This is an optimization exercise on Yosys and OpenROAD, whose aim is small area, not a production implementation.
Only simulation tests tie the RTL to the original design; equivalence was not proved.

## try-willow
// calculator_hex
module calculator_hex(
    input clk,
    input rst,
    input button,
    input [7:0]num1,
    input [7:0]num2,
    input [2:0]func,
    output [31:0]cal_result
    );
export LEC_CHECK = 0
export CAP_MARGIN = 20
export CORE_MARGIN = 2
export CORE_UTILIZATION = 40
export GPL_TIMING_DRIVEN = 0
export SLEW_MARGIN = 20
create_clock -name core_clock -period 350.0 [get_ports {clk}]
standard.sh (not shown) runs the stock make flow with config.mk's settings and CLKGATE_MAP_FILE= SYNTH_SCRIPT=/design/flow/synth_recipe.tcl, a recipe that flattens the netlist after the stock synthesis.
==> flow/flow/run.sh <==
#!/bin/bash
# Own layout flow: the standard synthesis, then the combinational logic
# re-mapped for area with ABC (registers untouched), then the standard
# layout, with the port buffers made of the smallest buffer cell.
set -euo pipefail
export BUFFER_PORTS_ARGS="-buffer_cell sky130_fd_sc_hd__buf_1"
RES=orfs/results/sky130hd/calculator_hex/base
bash standard.sh synth > standard_synth.log 2>&1
cp $RES/1_2_yosys.v standard_synth_netlist.v
python3 flow/genmodels.py $RES > genmodels.log 2>&1
yosys -s resyn.ys > resyn.log 2>&1
bash standard.sh > standard.log 2>&1
==> flow/flow/area.abc <==
strash
&get -n
&deepsyn -T 60
&put
dch -f
amap
topo
dnsize
==> flow/flow/genmodels.py <==
# Writes comb_models.v (the platform's combinational cells as Verilog, so that
# Yosys can flatten them into logic) and resyn.ys (the re-mapping script).
import os, re, sys
flow_home = os.environ['FLOW_HOME']
lib = flow_home + '/platforms/sky130hd/lib/sky130_fd_sc_hd__tt_025C_1v80.lib'
cfg = open(flow_home + '/platforms/sky130hd/config.mk').read()
m = re.search(r'export DONT_USE_CELLS \+= \\\n((?:.*\\\n)*.*\n)', cfg)
dont_use = re.findall(r'sky130_fd_sc_hd__\w+', m.group(1))
txt = open(lib).read()
cells = re.split(r'\n\s*cell\s*\(', txt)[1:]
out = []
def conv(f):
    f = f.replace('!', '~').replace('+', '|').replace('*', '&')
    f = re.sub(r'([\w\)])\s+([\w~\(])', r'\1 & \2', f)
    return f
for c in cells:
    name = re.match(r'"?([\w]+)"?', c).group(1)
    if re.search(r'\b(ff|latch|statetable)\s*\(', c):
        continue
    pins = re.findall(r'pin\s*\(\s*"?(\w+)"?\s*\)\s*\{(.*?)\n\s{8}\}', c, re.S)
    ins = []; outs = []
    ok = True
    for p, body in pins:
        d = re.search(r'direction\s*:\s*"?(\w+)"?', body)
        if not d:
            continue
        if d.group(1) == 'input':
            ins.append(p)
        elif d.group(1) == 'output':
            f = re.search(r'function\s*:\s*"([^"]*)"', body)
            if not f:
                ok = False
                break
            outs.append((p, f.group(1)))
        else:
            ok = False
    if not ok or not outs:
        continue
    s = 'module %s(%s);\n' % (name, ', '.join(ins + [o for o, _ in outs]))
    for i in ins:
        s += '  input %s;\n' % i
    for o, f in outs:
        s += '  output %s;\n  assign %s = %s;\n' % (o, o, conv(f))
    s += 'endmodule\n'
    out.append(s)
open('comb_models.v', 'w').write('\n'.join(out))
res = sys.argv[1]
du = ' '.join('-dont_use ' + d for d in dont_use)
open('resyn.ys', 'w').write(f'''read_verilog comb_models.v
read_liberty -lib -ignore_redef {lib}
read_verilog {res}/1_2_yosys.v
hierarchy -check -top calculator_hex
flatten
opt -purge
techmap
opt -purge
abc -liberty {lib} -script flow/area.abc {du}
read_liberty -lib -overwrite {lib}
hierarchy -check -top calculator_hex
opt_clean -purge
splitnets
opt_clean -purge
hilomap -singleton -hicell sky130_fd_sc_hd__conb_1 HI -locell sky130_fd_sc_hd__conb_1 LO
opt_clean -purge
tee -o resyn_stat.log stat -liberty {lib}
check -assert -mapped
write_verilog -noattr -nohex -nodec {res}/1_2_yosys.v
''')
print(len(out), 'cell models,', len(dont_use), 'dont_use cells')
No stage failed in try-willow, and the final checks on the layout all came back clean.
--- input diff try-willow..try-nickel ---
Settings: a deleted GPL_TIMING_DRIVEN that had been 0.
==> flow/flow/area.abc <==
strash
ifraig
scorr
dc2
strash
&get -n
&deepsyn -T 60
&put
dch -f
map -a
topo
dnsize
==> run notes <==
Of try-willow and try-nickel, the run reporting the higher area occupied by multi-input gates was try-nickel.
On worst setup slack after layout, try-nickel does better than try-willow.
The run showing the smaller relative max-transition margin is try-willow.
Per the comparison of try-nickel with try-willow, wire length picked up an extra about 17%, placed standard-cell area now sits higher, worst slack after detailed placement +12.17 ns.
Measured against each other, try-willow and try-nickel differ in register-to-register slack, the higher figure coming from try-nickel.
Input-level comparison between try-ember and try-nickel:
Settings: putting CTS_BUF_LIST at sky130_fd_sc_hd__clkbuf_4 sky130_fd_sc_hd__clkbuf_8 where nothing was set; putting CTS_CLUSTER_SIZE at 10 where nothing was set; putting GPL_TIMING_DRIVEN at 0 where nothing was set.
==> flow/flow/run.sh <==
#!/bin/bash
# Own layout flow: the standard synthesis, then the combinational logic
# re-mapped for area with ABC (registers untouched; several random seeds run
# in parallel and the smallest netlist kept), then the standard layout,
# with the port buffers made of the smallest buffer cell.
set -euo pipefail
export BUFFER_PORTS_ARGS="-buffer_cell sky130_fd_sc_hd__buf_1"
RES=orfs/results/sky130hd/calculator_hex/base
SEEDS="1 2 3 4 5 6 7 8"
bash standard.sh synth > standard_synth.log 2>&1
cp $RES/1_2_yosys.v standard_synth_netlist.v
python3 flow/genmodels.py $RES $SEEDS > genmodels.log 2>&1
for s in $SEEDS; do
    yosys -s resyn_$s.ys > resyn_$s.log 2>&1 &
done
wait
python3 flow/pick.py $SEEDS > pick.log 2>&1
cp resyn_$(cat best_seed.txt).v $RES/1_2_yosys.v
bash standard.sh > standard.log 2>&1
==> flow/flow/area.abc <==
strash
&get -n
&deepsyn -T 60 -S SEED
&put
dch -f
amap
topo
dnsize
-- flow/flow/genmodels.py --
<<< try-nickel, line 1
# Writes comb_models.v (the platform's combinational cells as Verilog, so that
# Yosys can flatten them into logic) and resyn.ys (the re-mapping script).
import os, re, sys
>>> try-ember, line 1
# Writes comb_models.v (the platform's combinational cells as Verilog, so that
# Yosys can flatten them into logic) and resyn_<seed>.ys, one re-mapping
# script per ABC random seed.  Usage: genmodels.py RESULTS_DIR SEED...
import os, re, sys
<<< try-nickel, line 48
du = ' '.join('-dont_use ' + d for d in dont_use)
open('resyn.ys', 'w').write(f'''read_verilog comb_models.v
read_liberty -lib -ignore_redef {lib}
>>> try-ember, line 49
du = ' '.join('-dont_use ' + d for d in dont_use)
abc = open('flow/area.abc').read()
for seed in sys.argv[2:]:
    open(f'area_{seed}.abc', 'w').write(abc.replace('SEED', seed))
    open(f'resyn_{seed}.ys', 'w').write(f'''read_verilog comb_models.v
read_liberty -lib -ignore_redef {lib}
<<< try-nickel, line 56
opt -purge
abc -liberty {lib} -script flow/area.abc {du}
read_liberty -lib -overwrite {lib}
>>> try-ember, line 60
opt -purge
abc -liberty {lib} -script area_{seed}.abc {du}
read_liberty -lib -overwrite {lib}
<<< try-nickel, line 64
opt_clean -purge
tee -o resyn_stat.log stat -liberty {lib}
check -assert -mapped
write_verilog -noattr -nohex -nodec {res}/1_2_yosys.v
''')
>>> try-ember, line 68
opt_clean -purge
tee -o resyn_{seed}_stat.log stat -liberty {lib}
check -assert -mapped
write_verilog -noattr -nohex -nodec resyn_{seed}.v
''')
==> flow/flow/pick.py (new file) <==
# Picks the smallest of the re-mapped netlists. Usage: pick.py SEED...
import re, sys
best = None
for seed in sys.argv[1:]:
    try:
        a = float(re.search(r'Chip area for module .*: ([\d.]+)', open(f'resyn_{seed}_stat.log').read()).group(1))
    except Exception as e:
        print(seed, 'failed', e)
        continue
    print(seed, a)
    if best is None or a < best[1]:
        best = (seed, a)
print('best', best[0], best[1])
open('best_seed.txt', 'w').write(best[0] + '\n')
### Flow results
Area growth from synthesis to layout: try-ember vs try-nickel down 2.1 points
sky130_fd_sc_hd__nand2_1 as the most common cell after layout, fill and taps aside was reported by try-nickel, and sky130_fd_sc_hd__nor2_1 by try-ember.
Between try-ember and try-nickel, it is try-ember whose slew at the pin with the worst max-slew slack is higher, by 0.21 ns.
[compare] base=try-nickel new=try-ember: synthesized area went down by 580 sq um, hold slack increased 0.031 ns.
Worst setup slack on try-ember is down relative to try-nickel.
try-ember vs try-nickel — flip-flop and latch share of the layout cell area rose 1.4 points.
Measured against each other, try-nickel and try-ember differ in cell count after synthesis, the higher figure coming from try-nickel.
The following lists how try-delta was set up differently from try-ember:
==> flow/flow/run.sh <==
#!/bin/bash
# Own layout flow: the standard synthesis, then the combinational logic
# re-mapped for area with ABC (registers untouched), then the standard
# layout, with the port buffers made of the smallest buffer cell.
set -euo pipefail
export BUFFER_PORTS_ARGS="-buffer_cell sky130_fd_sc_hd__buf_1"
RES=orfs/results/sky130hd/calculator_hex/base
bash standard.sh synth > standard_synth.log 2>&1
cp $RES/1_2_yosys.v standard_synth_netlist.v
python3 flow/genmodels.py $RES > genmodels.log 2>&1
yosys -s resyn.ys > resyn.log 2>&1
bash standard.sh > standard.log 2>&1
==> flow/flow/area.abc <==
strash
&get -n
&deepsyn -T 60
&put
dch -f
amap
topo
dnsize
-- flow/flow/genmodels.py --
<<< try-ember, line 1
# Writes comb_models.v (the platform's combinational cells as Verilog, so that
# Yosys can flatten them into logic) and resyn_<seed>.ys, one re-mapping
# script per ABC random seed.  Usage: genmodels.py RESULTS_DIR SEED...
import os, re, sys
>>> try-delta, line 1
# Writes comb_models.v (the platform's combinational cells as Verilog, so that
# Yosys can flatten them into logic) and resyn.ys (the re-mapping script).
import os, re, sys
<<< try-ember, line 49
du = ' '.join('-dont_use ' + d for d in dont_use)
abc = open('flow/area.abc').read()
for seed in sys.argv[2:]:
    open(f'area_{seed}.abc', 'w').write(abc.replace('SEED', seed))
    open(f'resyn_{seed}.ys', 'w').write(f'''read_verilog comb_models.v
read_liberty -lib -ignore_redef {lib}
>>> try-delta, line 48
du = ' '.join('-dont_use ' + d for d in dont_use)
open('resyn.ys', 'w').write(f'''read_verilog comb_models.v
read_liberty -lib -ignore_redef {lib}
<<< try-ember, line 60
opt -purge
abc -liberty {lib} -script area_{seed}.abc {du}
read_liberty -lib -overwrite {lib}
>>> try-delta, line 56
opt -purge
abc -liberty {lib} -script flow/area.abc {du}
read_liberty -lib -overwrite {lib}
<<< try-ember, line 68
opt_clean -purge
tee -o resyn_{seed}_stat.log stat -liberty {lib}
check -assert -mapped
write_verilog -noattr -nohex -nodec resyn_{seed}.v
''')
>>> try-delta, line 64
opt_clean -purge
tee -o resyn_stat.log stat -liberty {lib}
check -assert -mapped
write_verilog -noattr -nohex -nodec {res}/1_2_yosys.v
''')
removed: flow/flow/pick.py
Notes after the runs:
- The final reports for try-delta and try-ember show multi-input logic portion of the cell area lower in the former.
- Between try-ember and try-delta, the cell count went down.
